Source: an optimization exercise on an open RTL-to-GDS flow (aim: small area, a short achievable clock period and few clock cycles per item). Production flows keep margins and buffers that such runs may drop.
At most, simulation tests tie the RTL to the original design; equivalence was not proved.

raven:
// ahb_lite_fir_filter
module ahb_lite_fir_filter(
    input clk,
          n_rst,
    input logic hsel,
    input logic [3:0] haddr,
    input logic hsize,
    input logic [1:0] htrans,
    input logic hwrite,
    input logic [15:0] hwdata,
    output logic [15:0] hrdata,
    output logic hresp
);
Size: about 44 I/O pins.
==> flow/config.mk <==
export PLATFORM = sky130hd
export DESIGN_NAME = ahb_lite_fir_filter
export DESIGN_NICKNAME = ahb_lite_fir_filter
export VERILOG_FILES = /design/flow/design.v
export SDC_FILE = /design/flow/constraint.sdc
export NUM_CORES = 4
export LEC_CHECK = 0
export CAP_MARGIN = 20
export CORE_MARGIN = 2
export CORE_UTILIZATION = 40
export SLEW_MARGIN = 20
==> flow/constraint.sdc <==
create_clock -name core_clock -period 12.0 [get_ports {clk}]
set_input_delay 2.4000 -clock core_clock [delete_from_list [all_inputs] [get_ports {clk}]]
set_output_delay 2.4000 -clock core_clock [all_outputs]
set_load 0.01 [all_outputs]
run.sh (not shown) runs the stock make flow with config.mk's settings and CLKGATE_MAP_FILE= SYNTH_SCRIPT=/design/flow/synth_recipe.tcl, a recipe that flattens the netlist after the stock synthesis.
raven: no failed stages, no open violations at the end
For willow, these inputs were changed with respect to raven:
- SETUP_SLACK_MARGIN: unset -> 5
- ABC_CLOCK_PERIOD_IN_PS: unset -> 6000
## What came out
- willow completed; timing, DRC and antenna clean
- The global router's overall resource usage in willow sits 0.44 points above the value recorded for raven.
- Going from raven to willow, number of instances resized during post-cts repair rose 137, global-route met3 utilization decreased by 0.67 points relative to the old numbers, routability congestion estimate from global placement rose by about 0.6%.
No functional check of the RTL was part of any run of this note.

* * *

ahb_lite_fir_filter, a different RTL version from the one above (not shown whole).
For scale: ~2000 cells after synthesis, about 340 flip-flops, about 0.022 mm² of cells after synthesis.
Settings: LEC_CHECK=0, ABC_CLOCK_PERIOD_IN_PS=5500, CAP_MARGIN=0, CORE_MARGIN=2, CORE_UTILIZATION=40, SLEW_MARGIN=0; clock period 12.0 ns.
standard.sh (not shown) runs the stock make flow with config.mk's settings and CLKGATE_MAP_FILE= SYNTH_SCRIPT=/design/flow/synth_recipe.tcl, a recipe that flattens the netlist after the stock synthesis.
==> flow/flow/run.sh <==
#!/bin/bash
# The standard layout (its synthesis script, registers unchanged), with:
#  - no ABC pass inside yosys's generic synth before the adders are extracted
#    (SYNTH_ARGS=-noabc), so the hand-built adder trees reach extract_fa as
#    written, without inverters around every full adder; ABC still maps the
#    logic afterwards as usual,
#  - timing repair aimed at a setup slack margin (a shorter achieved period
#    than the 12 ns constraint), and
#  - port buffers of a regular buffer cell.
# The clock and constraints are the standard flow's own.
set -euo pipefail
MARGIN=${MARGIN:-6.5}
bash standard.sh "SYNTH_ARGS=-noabc" "SETUP_SLACK_MARGIN=$MARGIN" \
    "BUFFER_PORTS_ARGS=-buffer_cell sky130_fd_sc_hd__buf_2" finish > standard_flow.log 2>&1
The baseline produced a clean layout.
Testbench counts at the start, summed over its fixed seeds: cycles 2,064, samples 512.
Change:
--- a/flow/flow/run.sh
+++ b/flow/flow/run.sh
@@ -7,8 +7,11 @@
 #  - timing repair aimed at a setup slack margin (a shorter achieved period
 #    than the 12 ns constraint), and
-#  - port buffers of a regular buffer cell.
+#  - port buffers of a regular buffer cell, and
+#  - clock tree synthesis without dummy loads (capacitive cells that only balance
+#    the tree).
 # The clock and constraints are the standard flow's own.
 set -euo pipefail
 MARGIN=${MARGIN:-6.5}
 bash standard.sh "SYNTH_ARGS=-noabc" "SETUP_SLACK_MARGIN=$MARGIN" \
-    "BUFFER_PORTS_ARGS=-buffer_cell sky130_fd_sc_hd__buf_2" finish > standard_flow.log 2>&1
+    "BUFFER_PORTS_ARGS=-buffer_cell sky130_fd_sc_hd__buf_2" \
+    "CTS_ARGS=-sink_clustering_enable -repair_clock_nets -dont_use_dummy_load -sink_clustering_size 22 -sink_clustering_max_diameter 100" finish > standard_flow.log 2>&1
Settings changed: CAP_MARGIN 0 to 20, CORE_UTILIZATION 40 to 60, PLACE_DENSITY set to 0.75, SLEW_MARGIN 0 to 20.
=>
- The new run went through all stages and came out clean
- final cell count fell by 11%
- wire length fell by 4.4%

* * *

Another version of the RTL of ahb_lite_fir_filter (not shown whole).
clock: 12.0 ns
lec_check: 0
abc_clock_period_in_ps: 5500
cap_margin: 20
core_margin: 2
core_utilization: 40
gpl_routability_driven: 0
slew_margin: 20
==> flow/flow/run.sh <==
#!/bin/bash
# The standard layout (its synthesis script, registers unchanged), with:
#  - no ABC pass inside yosys's generic synth before the adders are extracted
#    (SYNTH_ARGS=-noabc), so the hand-built adder trees reach extract_fa as
#    written, without inverters around every full adder; ABC still maps the
#    logic afterwards as usual,
#  - timing repair aimed at a setup slack margin (a shorter achieved period
#    than the 12 ns constraint), and
#  - port buffers of a regular buffer cell, and
#  - clock tree synthesis without dummy loads (capacitive cells that only balance
#    the tree).
# The clock and constraints are the standard flow's own.
set -euo pipefail
MARGIN=${MARGIN:-6.5}
bash standard.sh "SYNTH_ARGS=-noabc" "SETUP_SLACK_MARGIN=$MARGIN" \
    "BUFFER_PORTS_ARGS=-buffer_cell sky130_fd_sc_hd__buf_2" \
    "CTS_ARGS=-sink_clustering_enable -repair_clock_nets -dont_use_dummy_load -sink_clustering_size 22 -sink_clustering_max_diameter 100" finish > standard_flow.log 2>&1
The first run finished clean.
Testbench counts at the start, summed over its fixed seeds: cycles 2,064, samples 512.
Rerun with:
--- a/flow/flow/run.sh
+++ b/flow/flow/run.sh
@@ -13,3 +13,3 @@
 set -euo pipefail
-MARGIN=${MARGIN:-6.5}
+MARGIN=${MARGIN:-6.7}
 bash standard.sh "SYNTH_ARGS=-noabc" "SETUP_SLACK_MARGIN=$MARGIN" \
Settings changed: GPL_ROUTABILITY_DRIVEN 0 to not set.
What happened: The new run completed with no timing, DRC or antenna violations; worst setup slack gains 0.032 ns; cell count grows by 1.4%; maximum frequency is higher by 0.60%; core utilization increases by 0.81 points; design area climbs by 1.8%; global-route usage rose by 0.32 points.
Rerun with:
--- a/flow/flow/run.sh
+++ b/flow/flow/run.sh
@@ -7,9 +7,11 @@
 #  - timing repair aimed at a setup slack margin (a shorter achieved period
-#    than the 12 ns constraint), and
-#  - port buffers of a regular buffer cell, and
+#    than the 12 ns constraint),
+#  - port buffers of a regular buffer cell (every port still gets one), and
 #  - clock tree synthesis without dummy loads (capacitive cells that only balance
-#    the tree).
+#    the tree) and with sink clusters of up to 22 flip-flops.
+# make's output goes to standard_flow.log; each ORFS step keeps its own log
+# under orfs/logs/.
 # The clock and constraints are the standard flow's own.
 set -euo pipefail
-MARGIN=${MARGIN:-6.7}
+MARGIN=${MARGIN:-6.5}
 bash standard.sh "SYNTH_ARGS=-noabc" "SETUP_SLACK_MARGIN=$MARGIN" \
The new run completed with no timing, DRC or antenna violations.
First-iteration DRC count barely changes.
Fmax fell by 0.83%.
Clock-buffer cell count stays the same.
Non-clock buffer count came out lower by 35.
Worst setup slack is worse by 0.045 ns.
Cell count came out lower by 1.4%.
Routed wire length falls by 1.5%.

separate check: timing with driven ports:
No port has a modelled driver above. Below, the same layouts with a new extraction and two added sets of constraints. Step 1: set_driving_cell puts a clkbuf_16 on clk and a buf_2 on each other input, an assumption about the parent block. Step 2 adds t to the input delays and takes it off the output delays; t is the mean of the earliest and latest rising clock arrival at the registers after step 1. Input paths then give back, and output paths get back, about the clock's delay inside the block. Three values: ideal, step 1, step 2; two values: the first two.
run	shift t [ns]	slack for setup (ns)	cell pins on the clock port's net
raven	0.601	1.245 / 1.245 / 1.245	1
willow	0.666	3.324 / 3.324 / 3.324	1
the first run of note 2	0.619	6.433 / 6.433 / 6.005	1
the second run of note 2	0.566	6.537 / 6.495 / 6.211	1
the first run of note 3	0.565	6.561 / 6.499 / 6.299	1
the second run of note 3	0.570	6.593 / 6.537 / 6.356	1
the third run of note 3	0.571	6.548 / 6.500 / 6.262	1
After both steps setup and hold are still met in every run listed. For the first run of note 2, which loses most, drivers alone change the setup slack by 0.000 ns; drivers and shift together by -0.428 ns.
